Background: an optimization exercise with open tools, aiming at small area and a short achievable clock period. Do not read the settings as production practice.
Only the layout flow was run in this run; the RTL was not checked for function there.
Power is estimated from default activity; no workload was simulated.

`design/flow/config.mk`:
```
export PLATFORM = sky130hd
export DESIGN_NAME = fir_low_pass_filter
export DESIGN_NICKNAME = fir_low_pass_filter
export VERILOG_FILES = /design/flow/design.v
export SDC_FILE = /design/flow/constraint.sdc
export NUM_CORES = 4
export LEC_CHECK = 0
export CAP_MARGIN = 20
export CORE_MARGIN = 2
export CORE_UTILIZATION = 40
export SLEW_MARGIN = 20
export SYNTH_HIERARCHICAL = 1
```
`design/flow/run.sh`:
```
#!/bin/bash
# synth_recipe.tcl (not shown) runs the flow's synth.tcl, then flattens the netlist and writes it again
# the make line also repeats each setting of config.mk as NAME=value (left out here)
make -C /OpenROAD-flow-scripts/flow DESIGN_CONFIG=/design/flow/config.mk WORK_HOME=/design/flow/orfs CLKGATE_MAP_FILE= SYNTH_SCRIPT=/design/flow/synth_recipe.tcl finish
```
`design/flow/constraint.sdc`:
```
create_clock -name core_clock -period 11.0 [get_ports {clk}]
set_input_delay 2.2000 -clock core_clock [delete_from_list [all_inputs] [get_ports {clk}]]
set_output_delay 2.2000 -clock core_clock [all_outputs]
set_load 0.01 [all_outputs]
```
`design/flow/design.v`:
```
`timescale 1ns/1ps
module fir_low_pass_filter(Data_out, Data_in, clk, rst);
  output [15:0] Data_out;
  input [7:0] Data_in;
  input clk, rst;
  reg [7:0] x1;
  reg [7:0] x2;
  reg [7:0] x3;
  reg [7:0] x4;
  reg [7:0] x5;
  reg [7:0] x6;
  reg [7:0] x7;
  reg [7:0] x8;
  reg [7:0] x9;
  reg [7:0] x10;
  reg [7:0] x11;
  reg [7:0] x12;
  reg [7:0] x13;
  reg [7:0] x14;
  reg [7:0] x15;
  reg [7:0] x16;
  reg [7:0] x17;
  reg [7:0] x18;
  reg [7:0] x19;
  reg [7:0] x20;
  reg [7:0] x21;
  reg [7:0] x22;
  reg [7:0] x23;
  reg [7:0] x24;
  reg [12:0] P4a;
  reg [12:0] P4b;
  reg [15:0] P3a;
  reg [15:0] P3b;
  reg [15:0] P2a;
  reg [15:0] P2b;
  reg [15:0] Pa;
  reg [15:0] Pb;
  reg [15:0] Q;
  reg [9:0] V;
  reg [15:0] Y;
  wire fs1, fc1;
  fir_fa u_fa1 (.a(x20[1]), .b(x22[0]), .c(x24[1]), .s(fs1), .co(fc1));
  wire fs2, fc2;
  fir_fa u_fa2 (.a(x20[2]), .b(x22[1]), .c(x24[2]), .s(fs2), .co(fc2));
  wire hs3, hc3;
  fir_ha u_ha3 (.a(~x21[1]), .b(~x23[2]), .s(hs3), .co(hc3));
  wire fs4, fc4;
  fir_fa u_fa4 (.a(x20[3]), .b(x22[2]), .c(x24[3]), .s(fs4), .co(fc4));
  wire fs5, fc5;
  fir_fa u_fa5 (.a(x21[2]), .b(x23[3]), .c(x23[4]), .s(fs5), .co(fc5));
  wire fs6, fc6;
  fir_fa u_fa6 (.a(x20[4]), .b(x22[3]), .c(x24[4]), .s(fs6), .co(fc6));
  wire fs7, fc7;
  fir_fa u_fa7 (.a(x21[3]), .b(x23[4]), .c(x23[5]), .s(fs7), .co(fc7));
  wire hs8, hc8;
  fir_ha u_ha8 (.a(~x5[3]), .b(~x5[5]), .s(hs8), .co(hc8));
  wire fs9, fc9;
  fir_fa u_fa9 (.a(x20[5]), .b(x22[4]), .c(x24[5]), .s(fs9), .co(fc9));
  wire fs10, fc10;
  fir_fa u_fa10 (.a(x21[4]), .b(x23[5]), .c(x23[6]), .s(fs10), .co(fc10));
  wire fs11, fc11;
  fir_fa u_fa11 (.a(x5[4]), .b(x5[6]), .c(x7[1]), .s(fs11), .co(fc11));
  wire fs12, fc12;
  fir_fa u_fa12 (.a(x20[6]), .b(x22[5]), .c(x24[6]), .s(fs12), .co(fc12));
  wire fs13, fc13;
  fir_fa u_fa13 (.a(x21[5]), .b(x23[6]), .c(x23[7]), .s(fs13), .co(fc13));
  wire fs14, fc14;
  fir_fa u_fa14 (.a(x5[5]), .b(x5[7]), .c(x7[2]), .s(fs14), .co(fc14));
  wire fs15, fc15;
  fir_fa u_fa15 (.a(x20[7]), .b(x22[6]), .c(x24[7]), .s(fs15), .co(fc15));
  wire fs16, fc16;
  fir_fa u_fa16 (.a(x21[6]), .b(x23[7]), .c(x5[6]), .s(fs16), .co(fc16));
  wire hs17, hc17;
  fir_ha u_ha17 (.a(x20[0]), .b(x24[0]), .s(hs17), .co(hc17));
  wire fs18, fc18;
  fir_fa u_fa18 (.a(x21[0]), .b(x23[1]), .c(x23[2]), .s(fs18), .co(fc18));
  wire hs19, hc19;
  fir_ha u_ha19 (.a(~x5[0]), .b(~x5[2]), .s(hs19), .co(hc19));
  wire fs20, fc20;
  fir_fa u_fa20 (.a(x23[3]), .b(x5[1]), .c(x5[3]), .s(fs20), .co(fc20));
  wire fs21, fc21;
  fir_fa u_fa21 (.a(hs3), .b(fc1), .c(fs2), .s(fs21), .co(fc21));
  wire fs22, fc22;
  fir_fa u_fa22 (.a(hc3), .b(fc2), .c(fs4), .s(fs22), .co(fc22));
  wire fs23, fc23;
  fir_fa u_fa23 (.a(x5[2]), .b(x5[4]), .c(fs5), .s(fs23), .co(fc23));
  wire fs24, fc24;
  fir_fa u_fa24 (.a(hs8), .b(fc4), .c(fs6), .s(fs24), .co(fc24));
  wire fs25, fc25;
  fir_fa u_fa25 (.a(x7[0]), .b(fc5), .c(fs7), .s(fs25), .co(fc25));
  wire fs26, fc26;
  fir_fa u_fa26 (.a(hc8), .b(fc6), .c(fs9), .s(fs26), .co(fc26));
  wire fs27, fc27;
  fir_fa u_fa27 (.a(fc7), .b(fs10), .c(fs11), .s(fs27), .co(fc27));
  wire fs28, fc28;
  fir_fa u_fa28 (.a(fc10), .b(fc11), .c(fs13), .s(fs28), .co(fc28));
  wire fs29, fc29;
  fir_fa u_fa29 (.a(fc9), .b(fs12), .c(~fs14), .s(fs29), .co(fc29));
  wire fs30, fc30;
  fir_fa u_fa30 (.a(x7[3]), .b(fc13), .c(fc14), .s(fs30), .co(fc30));
  wire fs31, fc31;
  fir_fa u_fa31 (.a(fc12), .b(fs15), .c(~fs16), .s(fs31), .co(fc31));
  wire fs32, fc32;
  fir_fa u_fa32 (.a(x21[7]), .b(x5[7]), .c(x7[4]), .s(fs32), .co(fc32));
  wire fs33, fc33;
  fir_fa u_fa33 (.a(x22[7]), .b(fc15), .c(~fc16), .s(fs33), .co(fc33));
  wire hs34, hc34;
  fir_ha u_ha34 (.a(~x23[0]), .b(~x23[1]), .s(hs34), .co(hc34));
  wire fs35, fc35;
  fir_fa u_fa35 (.a(hc17), .b(hs19), .c(fs1), .s(fs35), .co(fc35));
  wire fs36, fc36;
  fir_fa u_fa36 (.a(~hc19), .b(fc18), .c(fs20), .s(fs36), .co(fc36));
  wire fs37, fc37;
  fir_fa u_fa37 (.a(~fc20), .b(fc21), .c(fs22), .s(fs37), .co(fc37));
  wire fs38, fc38;
  fir_fa u_fa38 (.a(fc22), .b(~fc23), .c(fs24), .s(fs38), .co(fc38));
  wire fs39, fc39;
  fir_fa u_fa39 (.a(fc24), .b(~fc25), .c(fs26), .s(fs39), .co(fc39));
  wire fs40, fc40;
  fir_fa u_fa40 (.a(~fc26), .b(fc27), .c(fs28), .s(fs40), .co(fc40));
  wire fs41, fc41;
  fir_fa u_fa41 (.a(fc28), .b(~fc29), .c(fs30), .s(fs41), .co(fc41));
  wire fs42, fc42;
  fir_fa u_fa42 (.a(fs32), .b(fc30), .c(~fc31), .s(fs42), .co(fc42));
  wire hs43, hc43;
  fir_ha u_ha43 (.a(~x7[5]), .b(~fc32), .s(hs43), .co(hc43));
  wire hs44, hc44;
  fir_ha u_ha44 (.a(hs17), .b(hs34), .s(hs44), .co(hc44));
  wire fs45, fc45;
  fir_fa u_fa45 (.a(hc34), .b(~fs18), .c(fs35), .s(fs45), .co(fc45));
  wire fs46, fc46;
  fir_fa u_fa46 (.a(fc35), .b(fs21), .c(~fs36), .s(fs46), .co(fc46));
  wire fs47, fc47;
  fir_fa u_fa47 (.a(fc36), .b(fs23), .c(~fs37), .s(fs47), .co(fc47));
  wire fs48, fc48;
  fir_fa u_fa48 (.a(~fs25), .b(fc37), .c(fs38), .s(fs48), .co(fc48));
  wire fs49, fc49;
  fir_fa u_fa49 (.a(~fs27), .b(fc38), .c(fs39), .s(fs49), .co(fc49));
  wire fs50, fc50;
  fir_fa u_fa50 (.a(fs29), .b(fc39), .c(~fs40), .s(fs50), .co(fc50));
  wire fs51, fc51;
  fir_fa u_fa51 (.a(~fs31), .b(fc40), .c(fs41), .s(fs51), .co(fc51));
  wire fs52, fc52;
  fir_fa u_fa52 (.a(~fs33), .b(fc41), .c(fs42), .s(fs52), .co(fc52));
  wire fs53, fc53;
  fir_fa u_fa53 (.a(hs43), .b(fc33), .c(~fc42), .s(fs53), .co(fc53));
  wire hs54, hc54;
  fir_ha u_ha54 (.a(~x7[6]), .b(hc43), .s(hs54), .co(hc54));
  wire fs55, fc55;
  fir_fa u_fa55 (.a(P4a[5]), .b(x12[0]), .c(x12[2]), .s(fs55), .co(fc55));
  wire hs56, hc56;
  fir_ha u_ha56 (.a(~P4b[5]), .b(x12[3]), .s(hs56), .co(hc56));
  wire fs57, fc57;
  fir_fa u_fa57 (.a(x12[1]), .b(x12[3]), .c(x12[4]), .s(fs57), .co(fc57));
  wire fs58, fc58;
  fir_fa u_fa58 (.a(P4a[6]), .b(P4b[6]), .c(x13[1]), .s(fs58), .co(fc58));
  wire hs59, hc59;
  fir_ha u_ha59 (.a(~x9[1]), .b(~x9[3]), .s(hs59), .co(hc59));
  wire fs60, fc60;
  fir_fa u_fa60 (.a(x12[2]), .b(x12[4]), .c(x12[5]), .s(fs60), .co(fc60));
  wire fs61, fc61;
  fir_fa u_fa61 (.a(P4a[7]), .b(P4b[7]), .c(x13[2]), .s(fs61), .co(fc61));
  wire fs62, fc62;
  fir_fa u_fa62 (.a(x9[2]), .b(x9[4]), .c(x9[5]), .s(fs62), .co(fc62));
  wire fs63, fc63;
  fir_fa u_fa63 (.a(P4b[8]), .b(x12[3]), .c(x12[5]), .s(fs63), .co(fc63));
  wire fs64, fc64;
  fir_fa u_fa64 (.a(P4a[8]), .b(x13[3]), .c(x9[3]), .s(fs64), .co(fc64));
  wire fs65, fc65;
  fir_fa u_fa65 (.a(~x12[6]), .b(x9[5]), .c(x9[6]), .s(fs65), .co(fc65));
  wire fs66, fc66;
  fir_fa u_fa66 (.a(P4a[9]), .b(P4b[9]), .c(x12[4]), .s(fs66), .co(fc66));
  wire fs67, fc67;
  fir_fa u_fa67 (.a(x13[4]), .b(x9[4]), .c(x9[6]), .s(fs67), .co(fc67));
  wire fs68, fc68;
  fir_fa u_fa68 (.a(x12[6]), .b(x12[7]), .c(~x9[7]), .s(fs68), .co(fc68));
  wire fs69, fc69;
  fir_fa u_fa69 (.a(P4b[10]), .b(x12[5]), .c(x12[7]), .s(fs69), .co(fc69));
  wire fs70, fc70;
  fir_fa u_fa70 (.a(P4a[10]), .b(x13[5]), .c(x9[5]), .s(fs70), .co(fc70));
  wire hs71, hc71;
  fir_ha u_ha71 (.a(~P4a[11]), .b(~P4b[11]), .s(hs71), .co(hc71));
  wire fs72, fc72;
  fir_fa u_fa72 (.a(P4a[3]), .b(P4b[3]), .c(x9[0]), .s(fs72), .co(fc72));
  wire fs73, fc73;
  fir_fa u_fa73 (.a(P4b[4]), .b(x12[1]), .c(x12[2]), .s(fs73), .co(fc73));
  wire hs74, hc74;
  fir_ha u_ha74 (.a(~P4a[4]), .b(~x9[1]), .s(hs74), .co(hc74));
  wire fs75, fc75;
  fir_fa u_fa75 (.a(x13[0]), .b(x9[0]), .c(x9[2]), .s(fs75), .co(fc75));
  wire fs76, fc76;
  fir_fa u_fa76 (.a(~x9[3]), .b(hs56), .c(fs55), .s(fs76), .co(fc76));
  wire fs77, fc77;
  fir_fa u_fa77 (.a(hc56), .b(hs59), .c(fc55), .s(fs77), .co(fc77));
  wire fs78, fc78;
  fir_fa u_fa78 (.a(x9[4]), .b(~fs57), .c(fs58), .s(fs78), .co(fc78));
  wire fs79, fc79;
  fir_fa u_fa79 (.a(hc59), .b(fc57), .c(fs60), .s(fs79), .co(fc79));
  wire fs80, fc80;
  fir_fa u_fa80 (.a(fc58), .b(fs61), .c(fs62), .s(fs80), .co(fc80));
  wire fs81, fc81;
  fir_fa u_fa81 (.a(fc61), .b(fc62), .c(fs64), .s(fs81), .co(fc81));
  wire fs82, fc82;
  fir_fa u_fa82 (.a(fc60), .b(fs63), .c(~fs65), .s(fs82), .co(fc82));
  wire fs83, fc83;
  fir_fa u_fa83 (.a(fc63), .b(fs66), .c(fs68), .s(fs83), .co(fc83));
  wire fs84, fc84;
  fir_fa u_fa84 (.a(fc64), .b(fc65), .c(fs67), .s(fs84), .co(fc84));
  wire fs85, fc85;
  fir_fa u_fa85 (.a(fc66), .b(fc68), .c(fs69), .s(fs85), .co(fc85));
  wire fs86, fc86;
  fir_fa u_fa86 (.a(x9[7]), .b(fc67), .c(fs70), .s(fs86), .co(fc86));
  wire fs87, fc87;
  fir_fa u_fa87 (.a(x12[6]), .b(hs71), .c(fc69), .s(fs87), .co(fc87));
  wire fs88, fc88;
  fir_fa u_fa88 (.a(x13[6]), .b(x9[6]), .c(fc70), .s(fs88), .co(fc88));
  wire fs89, fc89;
  fir_fa u_fa89 (.a(P4b[12]), .b(x13[7]), .c(x9[7]), .s(fs89), .co(fc89));
  wire fs90, fc90;
  fir_fa u_fa90 (.a(P4a[12]), .b(x12[7]), .c(hc71), .s(fs90), .co(fc90));
  wire hs91, hc91;
  fir_ha u_ha91 (.a(~P4a[2]), .b(~P4b[2]), .s(hs91), .co(hc91));
  wire fs92, fc92;
  fir_fa u_fa92 (.a(x12[0]), .b(x12[1]), .c(~x9[1]), .s(fs92), .co(fc92));
  wire fs93, fc93;
  fir_fa u_fa93 (.a(x9[2]), .b(~hs74), .c(fc72), .s(fs93), .co(fc93));
  wire fs94, fc94;
  fir_fa u_fa94 (.a(hc74), .b(fc73), .c(fs76), .s(fs94), .co(fc94));
  wire fs95, fc95;
  fir_fa u_fa95 (.a(~fc75), .b(fc76), .c(fs77), .s(fs95), .co(fc95));
  wire fs96, fc96;
  fir_fa u_fa96 (.a(fc77), .b(~fc78), .c(fs79), .s(fs96), .co(fc96));
  wire fs97, fc97;
  fir_fa u_fa97 (.a(~fc79), .b(fc80), .c(fs81), .s(fs97), .co(fc97));
  wire fs98, fc98;
  fir_fa u_fa98 (.a(~fc81), .b(fc82), .c(fs83), .s(fs98), .co(fc98));
  wire fs99, fc99;
  fir_fa u_fa99 (.a(fc83), .b(~fc84), .c(fs85), .s(fs99), .co(fc99));
  wire fs100, fc100;
  fir_fa u_fa100 (.a(fc85), .b(~fc86), .c(fs87), .s(fs100), .co(fc100));
  wire fs101, fc101;
  fir_fa u_fa101 (.a(~fs89), .b(fs90), .c(fc87), .s(fs101), .co(fc101));
  wire fs102, fc102;
  fir_fa u_fa102 (.a(1'b0), .b(1'b0), .c(fc90), .s(fs102), .co(fc102));
  wire hs103, hc103;
  fir_ha u_ha103 (.a(x12[0]), .b(hs91), .s(hs103), .co(hc103));
  wire fs104, fc104;
  fir_fa u_fa104 (.a(hc91), .b(~fs72), .c(fs92), .s(fs104), .co(fc104));
  wire fs105, fc105;
  fir_fa u_fa105 (.a(fc92), .b(fs73), .c(~fs93), .s(fs105), .co(fc105));
  wire fs106, fc106;
  fir_fa u_fa106 (.a(fs75), .b(fc93), .c(~fs94), .s(fs106), .co(fc106));
  wire fs107, fc107;
  fir_fa u_fa107 (.a(~fs78), .b(fc94), .c(fs95), .s(fs107), .co(fc107));
  wire fs108, fc108;
  fir_fa u_fa108 (.a(~fs80), .b(fc95), .c(fs96), .s(fs108), .co(fc108));
  wire fs109, fc109;
  fir_fa u_fa109 (.a(fs82), .b(fc96), .c(~fs97), .s(fs109), .co(fc109));
  wire fs110, fc110;
  fir_fa u_fa110 (.a(fs84), .b(fc97), .c(~fs98), .s(fs110), .co(fc110));
  wire fs111, fc111;
  fir_fa u_fa111 (.a(~fs86), .b(fc98), .c(fs99), .s(fs111), .co(fc111));
  wire fs112, fc112;
  fir_fa u_fa112 (.a(~fs88), .b(fc99), .c(fs100), .s(fs112), .co(fc112));
  wire fs113, fc113;
  fir_fa u_fa113 (.a(~fc88), .b(fc100), .c(fs101), .s(fs113), .co(fc113));
  wire fs114, fc114;
  fir_fa u_fa114 (.a(~fc89), .b(fs102), .c(fc101), .s(fs114), .co(fc114));
  wire fs115, fc115;
  fir_fa u_fa115 (.a(1'b0), .b(1'b0), .c(fc102), .s(fs115), .co(fc115));
  wire hs116, hc116;
  fir_ha u_ha116 (.a(1'b0), .b(1'b0), .s(hs116), .co(hc116));
  wire fs117, fc117;
  fir_fa u_fa117 (.a(P3b[5]), .b(x12[0]), .c(x12[1]), .s(fs117), .co(fc117));
  wire fs118, fc118;
  fir_fa u_fa118 (.a(P3a[6]), .b(x12[1]), .c(x12[2]), .s(fs118), .co(fc118));
  wire hs119, hc119;
  fir_ha u_ha119 (.a(~P3b[6]), .b(~x11[1]), .s(hs119), .co(hc119));
  wire fs120, fc120;
  fir_fa u_fa120 (.a(x12[2]), .b(x12[3]), .c(x12[6]), .s(fs120), .co(fc120));
  wire fs121, fc121;
  fir_fa u_fa121 (.a(P3a[7]), .b(P3b[7]), .c(x11[2]), .s(fs121), .co(fc121));
  wire fs122, fc122;
  fir_fa u_fa122 (.a(x12[3]), .b(x12[4]), .c(x12[7]), .s(fs122), .co(fc122));
  wire fs123, fc123;
  fir_fa u_fa123 (.a(P3a[8]), .b(P3b[8]), .c(x11[3]), .s(fs123), .co(fc123));
  wire fs124, fc124;
  fir_fa u_fa124 (.a(P3b[9]), .b(x12[4]), .c(x12[5]), .s(fs124), .co(fc124));
  wire hs125, hc125;
  fir_ha u_ha125 (.a(P3a[10]), .b(x12[5]), .s(hs125), .co(hc125));
  wire hs126, hc126;
  fir_ha u_ha126 (.a(x12[6]), .b(x12[7]), .s(hs126), .co(hc126));
  wire fs127, fc127;
  fir_fa u_fa127 (.a(P3a[4]), .b(P3b[4]), .c(x11[0]), .s(fs127), .co(fc127));
  wire fs128, fc128;
  fir_fa u_fa128 (.a(P3a[5]), .b(x11[0]), .c(x11[1]), .s(fs128), .co(fc128));
  wire hs129, hc129;
  fir_ha u_ha129 (.a(x12[4]), .b(fs117), .s(hs129), .co(hc129));
  wire fs130, fc130;
  fir_fa u_fa130 (.a(x12[5]), .b(hs119), .c(fc117), .s(fs130), .co(fc130));
  wire fs131, fc131;
  fir_fa u_fa131 (.a(x11[2]), .b(x11[5]), .c(~fs118), .s(fs131), .co(fc131));
  wire fs132, fc132;
  fir_fa u_fa132 (.a(hc119), .b(fc118), .c(fs120), .s(fs132), .co(fc132));
  wire fs133, fc133;
  fir_fa u_fa133 (.a(x11[3]), .b(x11[6]), .c(fs121), .s(fs133), .co(fc133));
  wire fs134, fc134;
  fir_fa u_fa134 (.a(x11[4]), .b(x11[7]), .c(fc121), .s(fs134), .co(fc134));
  wire fs135, fc135;
  fir_fa u_fa135 (.a(fc120), .b(fs122), .c(~fs123), .s(fs135), .co(fc135));
  wire fs136, fc136;
  fir_fa u_fa136 (.a(P3a[9]), .b(x11[4]), .c(x11[5]), .s(fs136), .co(fc136));
  wire fs137, fc137;
  fir_fa u_fa137 (.a(fc122), .b(~fc123), .c(fs124), .s(fs137), .co(fc137));
  wire fs138, fc138;
  fir_fa u_fa138 (.a(P3b[10]), .b(x11[5]), .c(x11[6]), .s(fs138), .co(fc138));
  wire fs139, fc139;
  fir_fa u_fa139 (.a(x12[6]), .b(hs125), .c(fc124), .s(fs139), .co(fc139));
  wire fs140, fc140;
  fir_fa u_fa140 (.a(P3a[11]), .b(P3b[11]), .c(x11[6]), .s(fs140), .co(fc140));
  wire fs141, fc141;
  fir_fa u_fa141 (.a(~x11[7]), .b(hc125), .c(hs126), .s(fs141), .co(fc141));
  wire fs142, fc142;
  fir_fa u_fa142 (.a(P3a[12]), .b(P3b[12]), .c(x11[7]), .s(fs142), .co(fc142));
  wire hs143, hc143;
  fir_ha u_ha143 (.a(x12[7]), .b(hc126), .s(hs143), .co(hc143));
  wire hs144, hc144;
  fir_ha u_ha144 (.a(P3b[1]), .b(x12[0]), .s(hs144), .co(hc144));
  wire fs145, fc145;
  fir_fa u_fa145 (.a(~P3a[2]), .b(P3b[2]), .c(x11[1]), .s(fs145), .co(fc145));
  wire fs146, fc146;
  fir_fa u_fa146 (.a(P3a[3]), .b(P3b[3]), .c(x11[2]), .s(fs146), .co(fc146));
  wire fs147, fc147;
  fir_fa u_fa147 (.a(~x11[3]), .b(x12[0]), .c(x12[3]), .s(fs147), .co(fc147));
  wire fs148, fc148;
  fir_fa u_fa148 (.a(x11[4]), .b(fc127), .c(fs128), .s(fs148), .co(fc148));
  wire fs149, fc149;
  fir_fa u_fa149 (.a(~fc128), .b(hc129), .c(fs130), .s(fs149), .co(fc149));
  wire fs150, fc150;
  fir_fa u_fa150 (.a(fc130), .b(~fc131), .c(fs132), .s(fs150), .co(fc150));
  wire fs151, fc151;
  fir_fa u_fa151 (.a(~fc132), .b(fc133), .c(fs134), .s(fs151), .co(fc151));
  wire fs152, fc152;
  fir_fa u_fa152 (.a(fs136), .b(fc134), .c(~fc135), .s(fs152), .co(fc152));
  wire fs153, fc153;
  fir_fa u_fa153 (.a(fc136), .b(fs138), .c(~fc137), .s(fs153), .co(fc153));
  wire fs154, fc154;
  fir_fa u_fa154 (.a(fc138), .b(fs140), .c(~fs141), .s(fs154), .co(fc154));
  wire fs155, fc155;
  fir_fa u_fa155 (.a(fc140), .b(fs142), .c(~hs143), .s(fs155), .co(fc155));
  wire fs156, fc156;
  fir_fa u_fa156 (.a(P3a[13]), .b(P3b[13]), .c(fc142), .s(fs156), .co(fc156));
  wire hs157, hc157;
  fir_ha u_ha157 (.a(~P3a[1]), .b(~x11[0]), .s(hs157), .co(hc157));
  wire fs158, fc158;
  fir_fa u_fa158 (.a(x12[1]), .b(hc144), .c(~fs145), .s(fs158), .co(fc158));
  wire fs159, fc159;
  fir_fa u_fa159 (.a(~x12[2]), .b(fc145), .c(fs146), .s(fs159), .co(fc159));
  wire fs160, fc160;
  fir_fa u_fa160 (.a(fc146), .b(fs127), .c(~fs147), .s(fs160), .co(fc160));
  wire fs161, fc161;
  fir_fa u_fa161 (.a(fc147), .b(hs129), .c(~fs148), .s(fs161), .co(fc161));
  wire fs162, fc162;
  fir_fa u_fa162 (.a(fc148), .b(fs131), .c(~fs149), .s(fs162), .co(fc162));
  wire fs163, fc163;
  fir_fa u_fa163 (.a(~fs133), .b(fc149), .c(fs150), .s(fs163), .co(fc163));
  wire fs164, fc164;
  fir_fa u_fa164 (.a(fs135), .b(fc150), .c(~fs151), .s(fs164), .co(fc164));
  wire fs165, fc165;
  fir_fa u_fa165 (.a(~fs137), .b(fc151), .c(fs152), .s(fs165), .co(fc165));
  wire fs166, fc166;
  fir_fa u_fa166 (.a(~fs139), .b(fc152), .c(fs153), .s(fs166), .co(fc166));
  wire fs167, fc167;
  fir_fa u_fa167 (.a(~fc139), .b(fs154), .c(fc153), .s(fs167), .co(fc167));
  wire fs168, fc168;
  fir_fa u_fa168 (.a(~fc141), .b(fs155), .c(fc154), .s(fs168), .co(fc168));
  wire fs169, fc169;
  fir_fa u_fa169 (.a(~hc143), .b(fs156), .c(fc155), .s(fs169), .co(fc169));
  wire fs170, fc170;
  fir_fa u_fa170 (.a(P3a[14]), .b(P3b[14]), .c(fc156), .s(fs170), .co(fc170));
  wire hs171, hc171;
  fir_ha u_ha171 (.a(~P3a[15]), .b(~P3b[15]), .s(hs171), .co(hc171));
  wire hs172, hc172;
  fir_ha u_ha172 (.a(x16[1]), .b(x2[1]), .s(hs172), .co(hc172));
  wire fs173, fc173;
  fir_fa u_fa173 (.a(P2b[3]), .b(x16[2]), .c(x2[2]), .s(fs173), .co(fc173));
  wire fs174, fc174;
  fir_fa u_fa174 (.a(P2a[4]), .b(P2b[4]), .c(x16[0]), .s(fs174), .co(fc174));
  wire fs175, fc175;
  fir_fa u_fa175 (.a(x17[2]), .b(x17[4]), .c(x9[0]), .s(fs175), .co(fc175));
  wire fs176, fc176;
  fir_fa u_fa176 (.a(P2a[5]), .b(x16[1]), .c(x16[4]), .s(fs176), .co(fc176));
  wire fs177, fc177;
  fir_fa u_fa177 (.a(P2b[5]), .b(x17[3]), .c(x17[5]), .s(fs177), .co(fc177));
  wire hs178, hc178;
  fir_ha u_ha178 (.a(x2[4]), .b(~x9[1]), .s(hs178), .co(hc178));
  wire fs179, fc179;
  fir_fa u_fa179 (.a(P2b[6]), .b(x16[2]), .c(x16[5]), .s(fs179), .co(fc179));
  wire fs180, fc180;
  fir_fa u_fa180 (.a(P2a[6]), .b(x17[4]), .c(x17[6]), .s(fs180), .co(fc180));
  wire fs181, fc181;
  fir_fa u_fa181 (.a(~x2[5]), .b(x9[2]), .c(x9[5]), .s(fs181), .co(fc181));
  wire fs182, fc182;
  fir_fa u_fa182 (.a(P2a[7]), .b(x16[3]), .c(x16[6]), .s(fs182), .co(fc182));
  wire fs183, fc183;
  fir_fa u_fa183 (.a(P2b[7]), .b(x17[5]), .c(x17[7]), .s(fs183), .co(fc183));
  wire fs184, fc184;
  fir_fa u_fa184 (.a(~x2[6]), .b(x9[3]), .c(x9[6]), .s(fs184), .co(fc184));
  wire fs185, fc185;
  fir_fa u_fa185 (.a(x16[4]), .b(x16[7]), .c(x2[7]), .s(fs185), .co(fc185));
  wire fs186, fc186;
  fir_fa u_fa186 (.a(P2a[8]), .b(P2b[8]), .c(x17[6]), .s(fs186), .co(fc186));
  wire hs187, hc187;
  fir_ha u_ha187 (.a(~x9[4]), .b(~x9[7]), .s(hs187), .co(hc187));
  wire fs188, fc188;
  fir_fa u_fa188 (.a(P2a[9]), .b(x17[7]), .c(x9[5]), .s(fs188), .co(fc188));
  wire fs189, fc189;
  fir_fa u_fa189 (.a(P2a[1]), .b(P2b[1]), .c(x17[1]), .s(fs189), .co(fc189));
  wire fs190, fc190;
  fir_fa u_fa190 (.a(P2a[2]), .b(P2b[2]), .c(x17[0]), .s(fs190), .co(fc190));
  wire hs191, hc191;
  fir_ha u_ha191 (.a(~x17[2]), .b(~x9[1]), .s(hs191), .co(hc191));
  wire fs192, fc192;
  fir_fa u_fa192 (.a(P2a[3]), .b(x17[1]), .c(x17[3]), .s(fs192), .co(fc192));
  wire fs193, fc193;
  fir_fa u_fa193 (.a(~x9[2]), .b(hc172), .c(fs173), .s(fs193), .co(fc193));
  wire fs194, fc194;
  fir_fa u_fa194 (.a(x16[3]), .b(x2[3]), .c(fc173), .s(fs194), .co(fc194));
  wire fs195, fc195;
  fir_fa u_fa195 (.a(x9[3]), .b(~fs174), .c(fs175), .s(fs195), .co(fc195));
  wire fs196, fc196;
  fir_fa u_fa196 (.a(hs178), .b(fc174), .c(fs176), .s(fs196), .co(fc196));
  wire fs197, fc197;
  fir_fa u_fa197 (.a(x9[4]), .b(fc175), .c(fs177), .s(fs197), .co(fc197));
  wire fs198, fc198;
  fir_fa u_fa198 (.a(hc178), .b(fc176), .c(fs179), .s(fs198), .co(fc198));
  wire fs199, fc199;
  fir_fa u_fa199 (.a(fc177), .b(fs180), .c(fs181), .s(fs199), .co(fc199));
  wire fs200, fc200;
  fir_fa u_fa200 (.a(fc180), .b(fc181), .c(fs183), .s(fs200), .co(fc200));
  wire fs201, fc201;
  fir_fa u_fa201 (.a(fc179), .b(fs182), .c(~fs184), .s(fs201), .co(fc201));
  wire fs202, fc202;
  fir_fa u_fa202 (.a(hs187), .b(fc182), .c(fs185), .s(fs202), .co(fc202));
  wire fs203, fc203;
  fir_fa u_fa203 (.a(fc183), .b(fc184), .c(fs186), .s(fs203), .co(fc203));
  wire fs204, fc204;
  fir_fa u_fa204 (.a(P2b[9]), .b(x16[5]), .c(hc187), .s(fs204), .co(fc204));
  wire fs205, fc205;
  fir_fa u_fa205 (.a(~fc185), .b(fc186), .c(fs188), .s(fs205), .co(fc205));
  wire fs206, fc206;
  fir_fa u_fa206 (.a(P2a[10]), .b(P2b[10]), .c(x16[6]), .s(fs206), .co(fc206));
  wire hs207, hc207;
  fir_ha u_ha207 (.a(~x9[6]), .b(~fc188), .s(hs207), .co(hc207));
  wire fs208, fc208;
  fir_fa u_fa208 (.a(P2a[11]), .b(P2b[11]), .c(x16[7]), .s(fs208), .co(fc208));
  wire hs209, hc209;
  fir_ha u_ha209 (.a(x16[0]), .b(x2[0]), .s(hs209), .co(hc209));
  wire fs210, fc210;
  fir_fa u_fa210 (.a(hs172), .b(hs191), .c(~fc189), .s(fs210), .co(fc210));
  wire fs211, fc211;
  fir_fa u_fa211 (.a(~hc191), .b(fc190), .c(fs192), .s(fs211), .co(fc211));
  wire fs212, fc212;
  fir_fa u_fa212 (.a(~fc192), .b(fc193), .c(fs194), .s(fs212), .co(fc212));
  wire fs213, fc213;
  fir_fa u_fa213 (.a(fc194), .b(~fc195), .c(fs196), .s(fs213), .co(fc213));
  wire fs214, fc214;
  fir_fa u_fa214 (.a(fc196), .b(~fc197), .c(fs198), .s(fs214), .co(fc214));
  wire fs215, fc215;
  fir_fa u_fa215 (.a(~fc198), .b(fc199), .c(fs200), .s(fs215), .co(fc215));
  wire fs216, fc216;
  fir_fa u_fa216 (.a(~fc200), .b(fc201), .c(fs202), .s(fs216), .co(fc216));
  wire fs217, fc217;
  fir_fa u_fa217 (.a(fs204), .b(fc202), .c(~fc203), .s(fs217), .co(fc217));
  wire fs218, fc218;
  fir_fa u_fa218 (.a(fs206), .b(fc204), .c(hs207), .s(fs218), .co(fc218));
  wire fs219, fc219;
  fir_fa u_fa219 (.a(fc206), .b(fs208), .c(hc207), .s(fs219), .co(fc219));
  wire hs220, hc220;
  fir_ha u_ha220 (.a(P2a[12]), .b(P2b[12]), .s(hs220), .co(hc220));
  wire hs221, hc221;
  fir_ha u_ha221 (.a(P2a[0]), .b(P2b[0]), .s(hs221), .co(hc221));
  wire fs222, fc222;
  fir_fa u_fa222 (.a(x9[0]), .b(~hs209), .c(fs189), .s(fs222), .co(fc222));
  wire fs223, fc223;
  fir_fa u_fa223 (.a(hc209), .b(~fs190), .c(fs210), .s(fs223), .co(fc223));
  wire fs224, fc224;
  fir_fa u_fa224 (.a(fc210), .b(fs193), .c(~fs211), .s(fs224), .co(fc224));
  wire fs225, fc225;
  fir_fa u_fa225 (.a(fc211), .b(fs195), .c(~fs212), .s(fs225), .co(fc225));
  wire fs226, fc226;
  fir_fa u_fa226 (.a(~fs197), .b(fc212), .c(fs213), .s(fs226), .co(fc226));
  wire fs227, fc227;
  fir_fa u_fa227 (.a(~fs199), .b(fc213), .c(fs214), .s(fs227), .co(fc227));
  wire fs228, fc228;
  fir_fa u_fa228 (.a(fs201), .b(fc214), .c(~fs215), .s(fs228), .co(fc228));
  wire fs229, fc229;
  fir_fa u_fa229 (.a(fs203), .b(fc215), .c(~fs216), .s(fs229), .co(fc229));
  wire fs230, fc230;
  fir_fa u_fa230 (.a(~fs205), .b(fc216), .c(fs217), .s(fs230), .co(fc230));
  wire fs231, fc231;
  fir_fa u_fa231 (.a(~fc205), .b(fs218), .c(fc217), .s(fs231), .co(fc231));
  wire fs232, fc232;
  fir_fa u_fa232 (.a(~x9[7]), .b(fc218), .c(fs219), .s(fs232), .co(fc232));
  wire fs233, fc233;
  fir_fa u_fa233 (.a(hs220), .b(fc208), .c(fc219), .s(fs233), .co(fc233));
  wire fs234, fc234;
  fir_fa u_fa234 (.a(P2a[13]), .b(P2b[13]), .c(hc220), .s(fs234), .co(fc234));
  wire hs235, hc235;
  fir_ha u_ha235 (.a(P2a[14]), .b(P2b[14]), .s(hs235), .co(hc235));
  wire hs236, hc236;
  fir_ha u_ha236 (.a(~P2a[15]), .b(P2b[15]), .s(hs236), .co(hc236));
  wire hs237, hc237;
  fir_ha u_ha237 (.a(Pa[2]), .b(x2[0]), .s(hs237), .co(hc237));
  wire fs238, fc238;
  fir_fa u_fa238 (.a(Pa[3]), .b(Pb[3]), .c(x1[1]), .s(fs238), .co(fc238));
  wire fs239, fc239;
  fir_fa u_fa239 (.a(Pa[4]), .b(~Pb[4]), .c(x1[2]), .s(fs239), .co(fc239));
  wire fs240, fc240;
  fir_fa u_fa240 (.a(~Pa[5]), .b(Pb[5]), .c(x1[3]), .s(fs240), .co(fc240));
  wire fs241, fc241;
  fir_fa u_fa241 (.a(Pa[6]), .b(Pb[6]), .c(x1[4]), .s(fs241), .co(fc241));
  wire fs242, fc242;
  fir_fa u_fa242 (.a(Pa[7]), .b(Pb[7]), .c(x1[5]), .s(fs242), .co(fc242));
  wire fs243, fc243;
  fir_fa u_fa243 (.a(Pa[8]), .b(~Pb[8]), .c(x1[6]), .s(fs243), .co(fc243));
  wire fs244, fc244;
  fir_fa u_fa244 (.a(~Pa[9]), .b(Pb[9]), .c(x1[7]), .s(fs244), .co(fc244));
  wire hs245, hc245;
  fir_ha u_ha245 (.a(~Pb[2]), .b(~x1[0]), .s(hs245), .co(hc245));
  wire fs246, fc246;
  fir_fa u_fa246 (.a(x2[1]), .b(hc237), .c(~fs238), .s(fs246), .co(fc246));
  wire fs247, fc247;
  fir_fa u_fa247 (.a(~x2[2]), .b(fc238), .c(fs239), .s(fs247), .co(fc247));
  wire fs248, fc248;
  fir_fa u_fa248 (.a(~x2[3]), .b(fc239), .c(fs240), .s(fs248), .co(fc248));
  wire fs249, fc249;
  fir_fa u_fa249 (.a(~x2[4]), .b(fc240), .c(fs241), .s(fs249), .co(fc249));
  wire fs250, fc250;
  fir_fa u_fa250 (.a(~x2[5]), .b(fc241), .c(fs242), .s(fs250), .co(fc250));
  wire fs251, fc251;
  fir_fa u_fa251 (.a(~x2[6]), .b(fc242), .c(fs243), .s(fs251), .co(fc251));
  wire fs252, fc252;
  fir_fa u_fa252 (.a(~x2[7]), .b(fc243), .c(fs244), .s(fs252), .co(fc252));
  wire fs253, fc253;
  fir_fa u_fa253 (.a(Pa[10]), .b(Pb[10]), .c(fc244), .s(fs253), .co(fc253));
  wire hs254, hc254;
  fir_ha u_ha254 (.a(~Pa[11]), .b(~Pb[11]), .s(hs254), .co(hc254));
  wire hs255, hc255;
  fir_ha u_ha255 (.a(~Pa[12]), .b(~Pb[12]), .s(hs255), .co(hc255));
  wire hs256, hc256;
  fir_ha u_ha256 (.a(~Pa[13]), .b(~Pb[13]), .s(hs256), .co(hc256));
  wire hs257, hc257;
  fir_ha u_ha257 (.a(~Pa[14]), .b(~Pb[14]), .s(hs257), .co(hc257));
  wire hs258, hc258;
  fir_ha u_ha258 (.a(~Pa[15]), .b(~Pb[15]), .s(hs258), .co(hc258));
  wire [15:0] Q_sum;
  fir_add16 u_Q_add (.a({hc257, hc256, hc255, hc254, hs254, ~fc252, ~fc251, ~fc250, ~fc249, ~fc248, ~fc247, fc246, hc245, hs237, ~Pa[1], Pa[0]}), .b({hs258, hs257, hs256, hs255, ~fc253, ~fs253, ~fs252, ~fs251, ~fs250, ~fs249, ~fs248, ~fs247, fs246, hs245, Pb[1], ~Pb[0]}), .s(Q_sum));
  wire [9:0] V_n;
  fir_mul3 u_v (.d(Data_in), .v(V_n));
  wire [15:0] R;
  fir_add16 u_r_add (.a(Q), .b({6'd0, V}), .s(R));
  wire [15:0] Y_n;
  fir_addy u_y_add (.r(R), .d(Data_in), .y(Y_n));
  always @(posedge clk) begin
    if (rst) begin
      x1 <= 8'hff;
      x2 <= 8'h00;
      x3 <= 8'hff;
      x4 <= 8'h00;
      x5 <= 8'hff;
      x6 <= 8'h00;
      x7 <= 8'hff;
      x8 <= 8'h00;
      x9 <= 8'hff;
      x10 <= 8'h00;
      x11 <= 8'hff;
      x12 <= 8'h00;
      x13 <= 8'hff;
      x14 <= 8'h00;
      x15 <= 8'hff;
      x16 <= 8'h00;
      x17 <= 8'hff;
      x18 <= 8'h00;
      x19 <= 8'hff;
      x20 <= 8'h00;
      x21 <= 8'hff;
      x22 <= 8'h00;
      x23 <= 8'hff;
      x24 <= 8'h00;
      P4a[0] <= 1'b0;
      P4a[1] <= 1'b0;
      P4a[2] <= 1'b1;
      P4a[3] <= 1'b1;
      P4a[4] <= 1'b1;
      P4a[5] <= 1'b0;
      P4a[6] <= 1'b1;
      P4a[7] <= 1'b1;
      P4a[8] <= 1'b1;
      P4a[9] <= 1'b0;
      P4a[10] <= 1'b1;
      P4a[11] <= 1'b1;
      P4a[12] <= 1'b0;
      P4b[0] <= 1'b0;
      P4b[1] <= 1'b1;
      P4b[2] <= 1'b1;
      P4b[3] <= 1'b1;
      P4b[4] <= 1'b0;
      P4b[5] <= 1'b1;
      P4b[6] <= 1'b1;
      P4b[7] <= 1'b1;
      P4b[8] <= 1'b0;
      P4b[9] <= 1'b0;
      P4b[10] <= 1'b0;
      P4b[11] <= 1'b1;
      P4b[12] <= 1'b1;
      P3a[0] <= 1'b1;
      P3a[1] <= 1'b1;
      P3a[2] <= 1'b0;
      P3a[3] <= 1'b1;
      P3a[4] <= 1'b1;
      P3a[5] <= 1'b1;
      P3a[6] <= 1'b0;
      P3a[7] <= 1'b1;
      P3a[8] <= 1'b1;
      P3a[9] <= 1'b1;
      P3a[10] <= 1'b0;
      P3a[11] <= 1'b1;
      P3a[12] <= 1'b1;
      P3a[13] <= 1'b1;
      P3a[14] <= 1'b1;
      P3a[15] <= 1'b1;
      P3b[0] <= 1'b1;
      P3b[1] <= 1'b0;
      P3b[2] <= 1'b1;
      P3b[3] <= 1'b1;
      P3b[4] <= 1'b1;
      P3b[5] <= 1'b0;
      P3b[6] <= 1'b1;
      P3b[7] <= 1'b1;
      P3b[8] <= 1'b1;
      P3b[9] <= 1'b0;
      P3b[10] <= 1'b1;
      P3b[11] <= 1'b1;
      P3b[12] <= 1'b1;
      P3b[13] <= 1'b1;
      P3b[14] <= 1'b1;
      P3b[15] <= 1'b1;
      P2a[0] <= 1'b0;
      P2a[1] <= 1'b1;
      P2a[2] <= 1'b1;
      P2a[3] <= 1'b1;
      P2a[4] <= 1'b0;
      P2a[5] <= 1'b0;
      P2a[6] <= 1'b1;
      P2a[7] <= 1'b0;
      P2a[8] <= 1'b1;
      P2a[9] <= 1'b1;
      P2a[10] <= 1'b0;
      P2a[11] <= 1'b0;
      P2a[12] <= 1'b0;
      P2a[13] <= 1'b0;
      P2a[14] <= 1'b0;
      P2a[15] <= 1'b1;
      P2b[0] <= 1'b0;
      P2b[1] <= 1'b1;
      P2b[2] <= 1'b1;
      P2b[3] <= 1'b0;
      P2b[4] <= 1'b0;
      P2b[5] <= 1'b1;
      P2b[6] <= 1'b0;
      P2b[7] <= 1'b1;
      P2b[8] <= 1'b1;
      P2b[9] <= 1'b0;
      P2b[10] <= 1'b0;
      P2b[11] <= 1'b0;
      P2b[12] <= 1'b0;
      P2b[13] <= 1'b0;
      P2b[14] <= 1'b0;
      P2b[15] <= 1'b0;
      Pa[0] <= 1'b0;
      Pa[1] <= 1'b1;
      Pa[2] <= 1'b0;
      Pa[3] <= 1'b1;
      Pa[4] <= 1'b1;
      Pa[5] <= 1'b0;
      Pa[6] <= 1'b1;
      Pa[7] <= 1'b1;
      Pa[8] <= 1'b1;
      Pa[9] <= 1'b0;
      Pa[10] <= 1'b1;
      Pa[11] <= 1'b1;
      Pa[12] <= 1'b1;
      Pa[13] <= 1'b1;
      Pa[14] <= 1'b1;
      Pa[15] <= 1'b1;
      Pb[0] <= 1'b1;
      Pb[1] <= 1'b0;
      Pb[2] <= 1'b1;
      Pb[3] <= 1'b1;
      Pb[4] <= 1'b0;
      Pb[5] <= 1'b1;
      Pb[6] <= 1'b1;
      Pb[7] <= 1'b1;
      Pb[8] <= 1'b0;
      Pb[9] <= 1'b1;
      Pb[10] <= 1'b1;
      Pb[11] <= 1'b1;
      Pb[12] <= 1'b1;
      Pb[13] <= 1'b1;
      Pb[14] <= 1'b1;
      Pb[15] <= 1'b1;
      Q[0] <= 1'b0;
      Q[1] <= 1'b0;
      Q[2] <= 1'b0;
      Q[3] <= 1'b0;
      Q[4] <= 1'b0;
      Q[5] <= 1'b0;
      Q[6] <= 1'b0;
      Q[7] <= 1'b0;
      Q[8] <= 1'b0;
      Q[9] <= 1'b0;
      Q[10] <= 1'b0;
      Q[11] <= 1'b0;
      Q[12] <= 1'b0;
      Q[13] <= 1'b0;
      Q[14] <= 1'b0;
      Q[15] <= 1'b0;
      V[0] <= 1'b0;
      V[1] <= 1'b0;
      V[2] <= 1'b0;
      V[3] <= 1'b0;
      V[4] <= 1'b0;
      V[5] <= 1'b0;
      V[6] <= 1'b0;
      V[7] <= 1'b0;
      V[8] <= 1'b0;
      V[9] <= 1'b0;
      Y[0] <= 1'b0;
      Y[1] <= 1'b0;
      Y[2] <= 1'b0;
      Y[3] <= 1'b0;
      Y[4] <= 1'b0;
      Y[5] <= 1'b0;
      Y[6] <= 1'b0;
      Y[7] <= 1'b0;
      Y[8] <= 1'b0;
      Y[9] <= 1'b0;
      Y[10] <= 1'b0;
      Y[11] <= 1'b0;
      Y[12] <= 1'b0;
      Y[13] <= 1'b0;
      Y[14] <= 1'b0;
      Y[15] <= 1'b0;
    end else begin
      x1 <= ~Data_in;
      x2 <= ~x1;
      x3 <= ~x2;
      x4 <= ~x3;
      x5 <= ~x4;
      x6 <= ~x5;
      x7 <= ~x6;
      x8 <= ~x7;
      x9 <= ~x8;
      x10 <= ~x9;
      x11 <= ~x10;
      x12 <= ~x11;
      x13 <= ~x12;
      x14 <= ~x13;
      x15 <= ~x14;
      x16 <= ~x15;
      x17 <= ~x16;
      x18 <= ~x17;
      x19 <= ~x18;
      x20 <= ~x19;
      x21 <= ~x20;
      x22 <= ~x21;
      x23 <= ~x22;
      x24 <= ~x23;
      P4a[0] <= ~x23[0];
      P4a[1] <= ~x5[1];
      P4a[2] <= ~hc44;
      P4a[3] <= ~fc45;
      P4a[4] <= ~fc46;
      P4a[5] <= ~fc47;
      P4a[6] <= ~fc48;
      P4a[7] <= ~fc49;
      P4a[8] <= ~fc50;
      P4a[9] <= ~fc51;
      P4a[10] <= ~fs53;
      P4a[11] <= ~hs54;
      P4a[12] <= ~x7[7];
      P4b[0] <= ~x5[0];
      P4b[1] <= ~hs44;
      P4b[2] <= ~fs45;
      P4b[3] <= ~fs46;
      P4b[4] <= ~fs47;
      P4b[5] <= ~fs48;
      P4b[6] <= ~fs49;
      P4b[7] <= ~fs50;
      P4b[8] <= ~fs51;
      P4b[9] <= ~fs52;
      P4b[10] <= ~fc52;
      P4b[11] <= ~fc53;
      P4b[12] <= ~hc54;
      P3a[0] <= ~P4a[0];
      P3a[1] <= ~P4a[1];
      P3a[2] <= ~x9[0];
      P3a[3] <= ~hc103;
      P3a[4] <= ~fc104;
      P3a[5] <= ~fc105;
      P3a[6] <= ~fc106;
      P3a[7] <= ~fc107;
      P3a[8] <= ~fc108;
      P3a[9] <= ~fc109;
      P3a[10] <= ~fc110;
      P3a[11] <= ~fc111;
      P3a[12] <= ~fs113;
      P3a[13] <= ~fc113;
      P3a[14] <= ~fs115;
      P3a[15] <= ~hs116;
      P3b[0] <= ~P4b[0];
      P3b[1] <= ~P4b[1];
      P3b[2] <= ~hs103;
      P3b[3] <= ~fs104;
      P3b[4] <= ~fs105;
      P3b[5] <= ~fs106;
      P3b[6] <= ~fs107;
      P3b[7] <= ~fs108;
      P3b[8] <= ~fs109;
      P3b[9] <= ~fs110;
      P3b[10] <= ~fs111;
      P3b[11] <= ~fs112;
      P3b[12] <= ~fc112;
      P3b[13] <= ~fs114;
      P3b[14] <= ~fc114;
      P3b[15] <= ~fc115;
      P2a[0] <= ~P3a[0];
      P2a[1] <= ~hs144;
      P2a[2] <= ~hc157;
      P2a[3] <= ~fc158;
      P2a[4] <= ~fc159;
      P2a[5] <= ~fc160;
      P2a[6] <= ~fc161;
      P2a[7] <= ~fc162;
      P2a[8] <= ~fc163;
      P2a[9] <= ~fc164;
      P2a[10] <= ~fc165;
      P2a[11] <= ~fs167;
      P2a[12] <= ~fs168;
      P2a[13] <= ~fs169;
      P2a[14] <= ~fs170;
      P2a[15] <= ~hs171;
      P2b[0] <= ~P3b[0];
      P2b[1] <= ~hs157;
      P2b[2] <= ~fs158;
      P2b[3] <= ~fs159;
      P2b[4] <= ~fs160;
      P2b[5] <= ~fs161;
      P2b[6] <= ~fs162;
      P2b[7] <= ~fs163;
      P2b[8] <= ~fs164;
      P2b[9] <= ~fs165;
      P2b[10] <= ~fs166;
      P2b[11] <= ~fc166;
      P2b[12] <= ~fc167;
      P2b[13] <= ~fc168;
      P2b[14] <= ~fc169;
      P2b[15] <= ~fc170;
      Pa[0] <= ~x17[0];
      Pa[1] <= ~hc221;
      Pa[2] <= ~fc222;
      Pa[3] <= ~fc223;
      Pa[4] <= ~fc224;
      Pa[5] <= ~fc225;
      Pa[6] <= ~fc226;
      Pa[7] <= ~fc227;
      Pa[8] <= ~fc228;
      Pa[9] <= ~fc229;
      Pa[10] <= ~fs231;
      Pa[11] <= ~fs232;
      Pa[12] <= ~fc232;
      Pa[13] <= ~fs234;
      Pa[14] <= ~hs235;
      Pa[15] <= ~hc235;
      Pb[0] <= ~hs221;
      Pb[1] <= ~fs222;
      Pb[2] <= ~fs223;
      Pb[3] <= ~fs224;
      Pb[4] <= ~fs225;
      Pb[5] <= ~fs226;
      Pb[6] <= ~fs227;
      Pb[7] <= ~fs228;
      Pb[8] <= ~fs229;
      Pb[9] <= ~fs230;
      Pb[10] <= ~fc230;
      Pb[11] <= ~fc231;
      Pb[12] <= ~fs233;
      Pb[13] <= ~fc233;
      Pb[14] <= ~fc234;
      Pb[15] <= ~hs236;
      Q[0] <= Q_sum[0];
      Q[1] <= Q_sum[1];
      Q[2] <= Q_sum[2];
      Q[3] <= Q_sum[3];
      Q[4] <= Q_sum[4];
      Q[5] <= Q_sum[5];
      Q[6] <= Q_sum[6];
      Q[7] <= Q_sum[7];
      Q[8] <= Q_sum[8];
      Q[9] <= Q_sum[9];
      Q[10] <= Q_sum[10];
      Q[11] <= Q_sum[11];
      Q[12] <= Q_sum[12];
      Q[13] <= Q_sum[13];
      Q[14] <= Q_sum[14];
      Q[15] <= Q_sum[15];
      V[0] <= V_n[0];
      V[1] <= V_n[1];
      V[2] <= V_n[2];
      V[3] <= V_n[3];
      V[4] <= V_n[4];
      V[5] <= V_n[5];
      V[6] <= V_n[6];
      V[7] <= V_n[7];
      V[8] <= V_n[8];
      V[9] <= V_n[9];
      Y[0] <= Y_n[0];
      Y[1] <= Y_n[1];
      Y[2] <= Y_n[2];
      Y[3] <= Y_n[3];
      Y[4] <= Y_n[4];
      Y[5] <= Y_n[5];
      Y[6] <= Y_n[6];
      Y[7] <= Y_n[7];
      Y[8] <= Y_n[8];
      Y[9] <= Y_n[9];
      Y[10] <= Y_n[10];
      Y[11] <= Y_n[11];
      Y[12] <= Y_n[12];
      Y[13] <= Y_n[13];
      Y[14] <= Y_n[14];
      Y[15] <= Y_n[15];
    end
  end
  assign Data_out = Y;
endmodule
module fir_fa(a, b, c, s, co);
  input a, b, c;
  output s, co;
  assign s = a ^ b ^ c;
  assign co = (a & b) | (a & c) | (b & c);
endmodule
module fir_ha(a, b, s, co);
  input a, b;
  output s, co;
  assign s = a ^ b;
  assign co = a & b;
endmodule
module fir_add16(a, b, s);
  input [15:0] a, b;
  output [15:0] s;
  assign s = a + b;
endmodule
module fir_mul3(d, v);
  input [7:0] d;
  output [9:0] v;
  assign v = {2'd0, d} + {1'd0, d, 1'b0};
endmodule
module fir_addy(r, d, y);
  input [15:0] r;
  input [7:0] d;
  output [15:0] y;
  assign y = r + {7'd0, d, 1'b0};
endmodule
```
==> run summary <==
## per-module statistics from Yosys (local to each module, per instance)
module               cells inside  flip-flops and latches  area [µm²]
fir_low_pass_filter           891                     347        9590
fir_add16                      98                       0         724
fir_addy                       59                       0         468
fir_mul3                       48                       0         370
fir_fa                          1                       0        20.0
fir_ha                          1                       0        12.5
## cell families (layout without fill, tap and decap cells)
group / count (synthesis) / in the layout / synth area share, %
AO/OA/AOI/OAI: 106 / 106 / 4.23
XOR/XNOR: 47 / 47 / 2.46
adder cells (fa/ha/maj): 309 / 309 / 33.0
buffers and inverters: 216 / 270 / 5.28
flip-flops: 347 / 347 / 41.5
multiplexers: 2 / 2 / 0.120
other: 1 / 12 / 0.0224
AND/OR/NAND/NOR: 424 / 424 / 13.4
## through the flow
step	area, µm²	hold WS, ps	utilization [%]	std cells
3_3_place_gp	17500	359	42.6	1982
5_1_grt	18800	384	45.8	2049
3_5_place_dp	17500	361	42.6	1982
6_report	18800	373	45.8	2049
4_1_cts	18800	375	45.7	2049
2_1_floorplan	16800	356	-	1463
## routing by layer
metal | wire, µm | part of all wire, % | track usage (%) | vias to the layer above
li1 | - | - | - | 4525
met1 | 14100 | 48 | 20.4 | 4604
met2 | 13500 | 46 | 23.7 | 121
met3 | 1000 | 3.4 | 2.51 | 46
met4 | 679 | 2.3 | 4.09 | 0
met5 | 0 | 0 | 0 | -
## power by group through the flow
stage                     clock [µW]  sequential [µW]  combinational (µW)
after global routing            1390             1300                 293
after CTS                       1340             1300                 263
after floorplan                    0             1330                 187
after global placement             0             1330                 257
final                           1300             1300                 260
after detailed placement           0             1330                 261
## final cells by class
| type | count | area, µm² |
|---|---|---|
| Tap cell | 532 | 666 |
| Clock buffer | 60 | 1210 |
| Multi-Input combinational cell | 900 | 8950 |
| Fill cell | 3826 | 22300 |
| Timing Repair Buffer | 27 | 278 |
| Clock inverter | 7 | 91.3 |
| Inverter | 176 | 661 |
| Sequential cell | 347 | 6950 |
## registers in the layout, summed over array words and instances, names as in the netlist, 10 cells and up
signal  flops
P2a        16
P2b        16
P3a        16
P3b        16
P4a        12
P4b        13
Pa         16
Pb         16
Q          16
V          10
Y          16
## synth_stat cells (2+ instances only)
cell type | count | area share (%)
sky130_fd_sc_hd__buf_4 | 18 | 0.81
sky130_fd_sc_hd__fa_1 | 222 | 27
sky130_fd_sc_hd__a311oi_1 | 3 | 0.16
sky130_fd_sc_hd__o21ai_2 | 2 | 0.10
sky130_fd_sc_hd__o21ai_0 | 17 | 0.51
sky130_fd_sc_hd__ha_1 | 87 | 6.5
sky130_fd_sc_hd__o21bai_1 | 4 | 0.18
sky130_fd_sc_hd__and3_1 | 5 | 0.19
sky130_fd_sc_hd__a211o_1 | 2 | 0.10
sky130_fd_sc_hd__a211oi_1 | 2 | 0.090
sky130_fd_sc_hd__nand3b_1 | 2 | 0.090
sky130_fd_sc_hd__a21o_2 | 2 | 0.10
sky130_fd_sc_hd__clkbuf_1 | 18 | 0.40
sky130_fd_sc_hd__xor2_1 | 16 | 0.84
sky130_fd_sc_hd__nor2b_1 | 51 | 1.9
sky130_fd_sc_hd__nand2b_1 | 175 | 6.5
sky130_fd_sc_hd__xnor2_1 | 31 | 1.6
sky130_fd_sc_hd__nor3b_1 | 2 | 0.090
sky130_fd_sc_hd__nor2_1 | 143 | 3.2
sky130_fd_sc_hd__dfxtp_1 | 347 | 41
sky130_fd_sc_hd__a31oi_1 | 2 | 0.075
sky130_fd_sc_hd__nand3_1 | 9 | 0.27
sky130_fd_sc_hd__o22ai_1 | 3 | 0.11
sky130_fd_sc_hd__mux2i_1 | 2 | 0.12
sky130_fd_sc_hd__nor3_1 | 6 | 0.18
sky130_fd_sc_hd__o41ai_2 | 2 | 0.19
sky130_fd_sc_hd__a21o_1 | 7 | 0.31
sky130_fd_sc_hd__a311oi_2 | 2 | 0.18
sky130_fd_sc_hd__or2_2 | 2 | 0.075
sky130_fd_sc_hd__nand2_1 | 23 | 0.52
sky130_fd_sc_hd__nand4_1 | 3 | 0.11
sky130_fd_sc_hd__buf_2 | 3 | 0.090
sky130_fd_sc_hd__inv_1 | 176 | 3.9
sky130_fd_sc_hd__a21oi_1 | 44 | 1.3
sky130_fd_sc_hd__o211ai_1 | 8 | 0.36
## final timing paths
check / startpoint / endpoint / slack (ps) / depth (start not counted)
setup / recovery: Data_in[0] / Y[15] / 6950 / 10
hold / removal: x10[5] / x11[5] / 370 / 1
setup reg to reg: Q[0] / Y[10] / 7470 / 13
hold reg to reg: x10[5] / x11[5] / 370 / 1
==> results.sh <==
export IMPL_fp_dieW_um=209
export IMPL_fin_total_pwr_uw=2860
export IMPL_portBuffers=25
export IMPL_post_cts_setup_buffer_count=0
export IMPL_run_status="complete, no violations"
export IMPL_initial_utilization_pct=40.7
export IMPL_maxCapViolCount=0
export IMPL_fin_crit_sh_pct=36.8
export IMPL_worst_endpoint_required_ps=11390
export IMPL_critical_path_endpoint_type="flip-flop"
export IMPL_fp_dieArea_um2=43500
export IMPL_dr_first_iter_drc_count=466
export IMPL_max_freq_mhz=247
export IMPL_design_portCount=26
export IMPL_static_leakage_power_uw=0.00834
export IMPL_first_global_vias=10200
export IMPL_post_synth_inst_count=1452
export IMPL_share_clk_of_total_power_pct=45.4
export IMPL_core_um2=41100
export IMPL_path_buf_inv=2
export IMPL_cts_buffers_inserted=38
export IMPL_routed_via_count=9296
export IMPL_master_of_the_slowest_instance_on_the_critical_path="sky130_fd_sc_hd__clkdlybuf4s50_1"
export IMPL_netSwitchingFraction_pct=22.5
export IMPL_seqPwrFrac_pct=45.5
export IMPL_cp_slowest_stage_delay_ps=540
export IMPL_period_needed_ps=4050
export IMPL_grt_use_total_pct=14.6
export IMPL_antenna_violations_before_repair=0
export IMPL_placementRows=74
export IMPL_routedWlPerCell_um=14.3
export IMPL_power_switching_uw=643
export IMPL_clock_tree_from_tritoncts="done"
export IMPL_unrepaired_setup_endpoints_after_global_routing="false"
export IMPL_die_height_um=209
export IMPL_worst_setup_path_type="input port to flip-flop"
export IMPL_timing_slew_headroom_pct=47.0
export IMPL_setup_total_negative_slack_ps=0
export IMPL_layout_cells_most_common="sky130_fd_sc_hd__dfxtp_1"
export IMPL_setup_slack_ps=6950
export IMPL_grt_max_degree=131
export IMPL_clockRootBuffer="sky130_fd_sc_hd__clkbuf_16"
export IMPL_flow_area_growth_from_synthesis_pct=12.4
export IMPL_setup_viol=0
export IMPL_drt_first_pass_iters=5
export IMPL_synth_enable_flop_cells=0
export IMPL_synthesis_area_um2=16700
export IMPL_grt_pass1_wl_um=51100
export IMPL_dp_worst_setup_slack_ps=6420
export IMPL_yosysSeqAreaShare_pct=41.5
export IMPL_via_per_inst=4.54
export IMPL_power_per_cell_area_nw_per_um2=152
export IMPL_worst_hold_path_type="flip-flop to flip-flop"
export IMPL_antenna_left=0
export IMPL_cts_sink_count=347
export IMPL_flop_and_latch_count_out_of_synthesis=347
export IMPL_clk_transition_reported_paths_ps=60
export IMPL_hold_buffers=0
export IMPL_cts_root_to_sink_buffers=3
export IMPL_critical_path_top_delay_family="simple AND/OR/NAND/NOR gates"
export IMPL_grt_overflow=0
export IMPL_drt_wl_total_um=29300
export IMPL_drcViolationCount=0
export IMPL_post_route_cells_drive_above_1_share_pct=5.34
export IMPL_yosys_warnings=7
export IMPL_timing_critical_path_from_type="input port"
export IMPL_antenna_cells_inserted=0
export IMPL_vdd_ir_drop_worst_uv=110
export IMPL_cell_chain_critical_path="clkdlybuf4s50_1, ha_1, inv_1, fa_1, nand2b_1, a21oi_1, nand3b_1, nand4_1, xnor2_1, nor2b_1"
export IMPL_finalNetCount=1809
export IMPL_critPathArrivalTime_ps=4440
export IMPL_detailedPlacementHpwl_um=21400
export IMPL_hold_viol=0
export IMPL_clk_latency_ps=530
export IMPL_syn_avg_cell_area_um2=11.5
export IMPL_report_final_slew_viol_count=0
export IMPL_post_synth_num_cell_types=46
export IMPL_power_frac_comb_pct=9.1
export IMPL_layout_common_cells="347 x sky130_fd_sc_hd__dfxtp_1, 222 x sky130_fd_sc_hd__fa_1, 176 x sky130_fd_sc_hd__inv_1, 175 x sky130_fd_sc_hd__nand2b_1, 143 x sky130_fd_sc_hd__nor2_1"
export IMPL_gp_congestion=0.821
export IMPL_max_slew_worst_pin_slew_ps=795
export IMPL_dominantRegCellSynth="sky130_fd_sc_hd__dfxtp_1"
export IMPL_internal_power_uw=2210
export IMPL_async_flop_share_pct=0
export IMPL_fin_skew_ps=12.5
export IMPL_critical_path_max_fanout=4
export IMPL_ctsResizeCount=0
export IMPL_htree_num_levels=2

-- re-timing with driven ports --
No port has a modelled driver above. Below, the same layout with a new extraction and two added sets of constraints.
Step 1: set_driving_cell puts a clkbuf_16 on clk and a buf_2 on each other input, an assumption about the parent block.
Step 2 moves the port delays by t, midway between the first and last clock arrival at a register: inputs arrive t later, outputs are due t later. That takes back most of the time a late clock gives input paths.
Three values: ideal, step 1, step 2; two values: the first two.
shift t [ns]: 0.566
setup slack, ns: 6.950 / 6.964 / 6.398
worst setup path at the end: input to register
After both steps setup and hold are still met in this run. The setup slack of this run moves by +0.014 ns with the drivers and by -0.552 ns with both steps.
